What follows belongs to an exercise in optimizing a design on an open flow for small area; a production flow would make more cautious choices.
Only simulation tests tie the RTL to the original design; equivalence was not proved.
Power figures rest on the tool's default switching activity, not on a simulated workload.

nickel:
==> flow/design.v (excerpt) <==
module PCI_WB_DeFSM(
	input  PHY_CLK33_I,
	input  PHY_RSTn_I,
	input  IDSEL_I,
	input  FRAMEn_I,
	input  IRDYn_I,
	output TRDYn_O,
	output TRDYn_DIR_O,
	output DEVSELn_O,
	output DEVSELn_DIR_O,
	output STOPn_O,
	output STOPn_DIR_O,
	input  PAR_I,
	output reg PAR_O,
	output reg PAR_DIR_O,
	output PERRn_O,
	output PERRn_DIR_O,
	output SERRn_O,
	output SERRn_DIR_O,
	output [31:0] AD_O,
	output AD_DIR_O,
	input  [31:0] AD_I,
	input  [3:0] CBEn_I,
	output INTA_O,
	output [31:0] WB_DATA_O,
	input  [31:0] WB_DATA_I,
	input  WB_ACK_I,
	input  WB_VALID_I,
	output [31:0] WB_ADD_O,
	output WB_STB_O,
	output WB_WE_O,
	output HP_MEM_IDLE_O,
	input  [31:0] HPRAM_DATA_I,
	output [31:0] HPRAM_DATA_O,
	output reg [11:0] HPRAM_ADD_O,
	output [3:0] HPRAM_WEN_O
    );
Size: ~180 flip-flops.
==> flow/config.mk <==
export PLATFORM = sky130hd
export DESIGN_NAME = PCI_WB_DeFSM
export DESIGN_NICKNAME = PCI_WB_DeFSM
export VERILOG_FILES = /design/flow/design.v
export SDC_FILE = /design/flow/constraint.sdc
export NUM_CORES = 4
export LEC_CHECK = 0
export CAP_MARGIN = 20
export CORE_MARGIN = 2
export CORE_UTILIZATION = 40
export SLEW_MARGIN = 20
==> flow/constraint.sdc <==
create_clock -name core_clock -period 10.0 [get_ports {PHY_CLK33_I}]
set_input_delay 2.0000 -clock core_clock [delete_from_list [all_inputs] [get_ports {PHY_CLK33_I}]]
set_output_delay 2.0000 -clock core_clock [all_outputs]
set_load 0.01 [all_outputs]
standard.sh (not shown) runs the stock make flow with config.mk's settings and CLKGATE_MAP_FILE= SYNTH_SCRIPT=/design/flow/synth_recipe.tcl, a recipe that flattens the netlist after the stock synthesis.
==> flow/flow/run.sh <==
#!/bin/bash
# The standard layout (standard.sh: unchanged synthesis, floorplan, power grid
# and tap cells), with these placement/CTS settings changed:
#  - every input and output port still gets a buffer, but a sky130_fd_sc_hd__buf_1
#  - the constant outputs keep synthesis's single tie-high and tie-low cells
#    instead of one tie cell per output
#  - clock tree synthesis without dummy loads, with clkbuf_8 buffers
# Each tool's full output stays in orfs/logs/; make's own output goes to flow_make.log.
set -euo pipefail
export BUFFER_PORTS_ARGS="-buffer_cell sky130_fd_sc_hd__buf_1"
export SKIP_REPAIR_TIE_FANOUT=1
export CTS_ARGS="-sink_clustering_enable -repair_clock_nets -dont_use_dummy_load -buf_list {sky130_fd_sc_hd__clkbuf_8} -sink_clustering_size 20 -sink_clustering_max_diameter 80 -sink_clustering_levels 1"
bash standard.sh finish > flow_make.log 2>&1
### nickel -> pepper
diff --git a/flow/flow/run.sh b/flow/flow/run.sh
--- a/flow/flow/run.sh
+++ b/flow/flow/run.sh
@@ -10,4 +10,5 @@
 export BUFFER_PORTS_ARGS="-buffer_cell sky130_fd_sc_hd__buf_1"
 export SKIP_REPAIR_TIE_FANOUT=1
-export CTS_ARGS="-sink_clustering_enable -repair_clock_nets -dont_use_dummy_load -buf_list {sky130_fd_sc_hd__clkbuf_8} -sink_clustering_size 20 -sink_clustering_max_diameter 80 -sink_clustering_levels 1"
+export RECOVER_POWER=100
+export CTS_ARGS="-sink_clustering_enable -repair_clock_nets -dont_use_dummy_load -buf_list {sky130_fd_sc_hd__clkbuf_8} -sink_clustering_size 20 -sink_clustering_max_diameter 80"
 bash standard.sh finish > flow_make.log 2>&1
### Flow results
pepper: complete, dirty (max-capacitance violations, max-slew violations)
Diff nickel -> pepper: clock share of power held steady; per-cell routed wire length closely matched the old numbers; sequential cell count closely matched the old numbers; utilization after layout dropped 0.38 points; max-cap check violation count shows an increase of 5.
Sequential share of layout area: pepper > nickel
What lagoon does differently from pepper at the input level:
==> flow/flow/run.sh <==
#!/bin/bash
# The standard layout (standard.sh: unchanged synthesis, floorplan, power grid
# and tap cells), with two placement/CTS arguments changed:
#  - every input and output port still gets a buffer, but a sky130_fd_sc_hd__buf_1
#  - clock tree synthesis without dummy loads, with clkbuf_8 buffers in clusters of up to 20 sinks
# Each tool's full output stays in orfs/logs/; make's own output goes to flow_make.log.
set -euo pipefail
export BUFFER_PORTS_ARGS="-buffer_cell sky130_fd_sc_hd__buf_1"
export CTS_ARGS="-sink_clustering_enable -repair_clock_nets -dont_use_dummy_load -buf_list {sky130_fd_sc_hd__clkbuf_8} -sink_clustering_size 20 -sink_clustering_max_diameter 80"
bash standard.sh finish > flow_make.log 2>&1
Notes after the runs:
lagoon was carried through to the last stage, and its layout satisfied the timing, DRC and antenna checks. Compare lagoon and pepper | sum of internal, switching and leakage power higher: lagoon. Launch point of the worst path: AD_I[9] -> lagoon, AD_I[8] -> pepper. Summary of lagoon over pepper: clock power share level; sequential share of layout area moved down.

---

== zinc ==
Another version of the RTL of PCI_WB_DeFSM (not shown whole).
For scale: roughly 790 cells after synthesis, about 190 flip-flops.
export LEC_CHECK = 0
export CAP_MARGIN = 20
export CORE_MARGIN = 2
export CORE_UTILIZATION = 40
export SLEW_MARGIN = 20
create_clock -name core_clock -period 10.0 [get_ports {PHY_CLK33_I}]
==> flow/flow/run.sh <==
#!/bin/bash
# The standard layout (standard.sh: unchanged synthesis, floorplan, power grid
# and tap cells), with two placement/CTS arguments changed:
#  - every input and output port still gets a buffer, but a sky130_fd_sc_hd__buf_1
#  - clock tree synthesis without dummy loads
# Each tool's full output stays in orfs/logs/; make's own output goes to flow_make.log.
set -euo pipefail
export BUFFER_PORTS_ARGS="-buffer_cell sky130_fd_sc_hd__buf_1"
export CTS_ARGS="-repair_clock_nets -dont_use_dummy_load -buf_list {sky130_fd_sc_hd__clkbuf_8}"
bash standard.sh finish > flow_make.log 2>&1
--- input diff zinc..raven ---
--- a/flow/flow/run.sh
+++ b/flow/flow/run.sh
@@ -8,3 +8,3 @@
 export BUFFER_PORTS_ARGS="-buffer_cell sky130_fd_sc_hd__buf_1"
-export CTS_ARGS="-repair_clock_nets -dont_use_dummy_load -buf_list {sky130_fd_sc_hd__clkbuf_8}"
+export CTS_ARGS="-sink_clustering_enable -repair_clock_nets -dont_use_dummy_load -sink_clustering_size 40 -sink_clustering_max_diameter 120"
 bash standard.sh finish > flow_make.log 2>&1
Results
raven vs zinc — final worst-path setup slack dropped 0.0052 ns. The routed wire length of raven and that of zinc are within noise of each other. Sort zinc and raven by iteration count of the initial detailed-routing pass desc -> top: zinc. Changes observed in raven relative to zinc: power dissipated in sequential cells stayed essentially flat, register-to-register setup slack higher, non-clock inverter count in the final layout shows no meaningful change.
#### Input delta (willow over raven)
==> flow/run.sh (new file) <==
#!/bin/bash
# synth_recipe.tcl (not shown) runs the flow's synth.tcl, then flattens the netlist and writes it again
# the make line also repeats each setting of config.mk as NAME=value (left out here)
make -C /OpenROAD-flow-scripts/flow DESIGN_CONFIG=/design/flow/config.mk WORK_HOME=/design/flow/orfs CLKGATE_MAP_FILE= SYNTH_SCRIPT=/design/flow/synth_recipe.tcl finish
removed: flow/flow/run.sh
removed: flow/standard.sh
### Flow results
As far as initial antenna violation count is concerned, raven and willow perform about the same.
raven → willow: final instance area has increased; synthesized area has remained practically unchanged; die outline area has remained practically unchanged; area of the core has remained practically unchanged; clock skew has decreased.
raven → willow: count of buffering cells on the critical path with inverters included now sits at about the same level, internal power of the cells now sits higher, total power after layout now sits higher, worst slack on hold paths now sits higher.
A highest routed metal layer of met4 is what raven shows, while met5 belongs to willow.
Summary — power share of the combinational group, willow relative to raven: higher, by 2.7 points.
Changes in quartz relative to willow:
==> flow/flow/run.sh (new file) <==
#!/bin/bash
# The standard layout (standard.sh: unchanged synthesis, floorplan, power grid
# and tap cells), with two placement/CTS arguments changed:
#  - every input and output port still gets a buffer, but a sky130_fd_sc_hd__buf_1
#  - clock tree synthesis without dummy loads
# Each tool's full output stays in orfs/logs/; make's own output goes to flow_make.log.
set -euo pipefail
export BUFFER_PORTS_ARGS="-buffer_cell sky130_fd_sc_hd__buf_1"
export CTS_ARGS="-sink_clustering_enable -repair_clock_nets -dont_use_dummy_load -buf_list {sky130_fd_sc_hd__clkbuf_8} -sink_clustering_size 20 -sink_clustering_max_diameter 80"
bash standard.sh finish > flow_make.log 2>&1
==> flow/standard.sh (new file) <==
#!/bin/bash
# synth_recipe.tcl (not shown) runs the flow's synth.tcl, then flattens the netlist and writes it again
# the make line also repeats each setting of config.mk as NAME=value (left out here)
make -C /OpenROAD-flow-scripts/flow DESIGN_CONFIG=/design/flow/config.mk WORK_HOME=/design/flow/orfs CLKGATE_MAP_FILE= SYNTH_SCRIPT=/design/flow/synth_recipe.tcl "${@:-finish}"
removed: flow/run.sh
Findings:
- [compare] base=willow new=quartz: count of buffer and inverter cells on the critical path saw little to no change, first-pass iteration count of the detailed router went up 1, minimum hold slack fell 0.0076 ns, core utilization of the finished layout shrank by 9.0 points.
- Data arrival time of the critical path ended up 0.35 ns lower on quartz than on willow.
- The final reports for quartz and willow show sequential share of layout area higher in the former.
- | routed length per instance | higher: willow |
- Total via count after detailed routing (quartz vs. willow) decreases slightly
- Going from willow to quartz, final area now smaller; source-to-sink clock delay at the later pin of the worst-skew pair +0.02 ns.
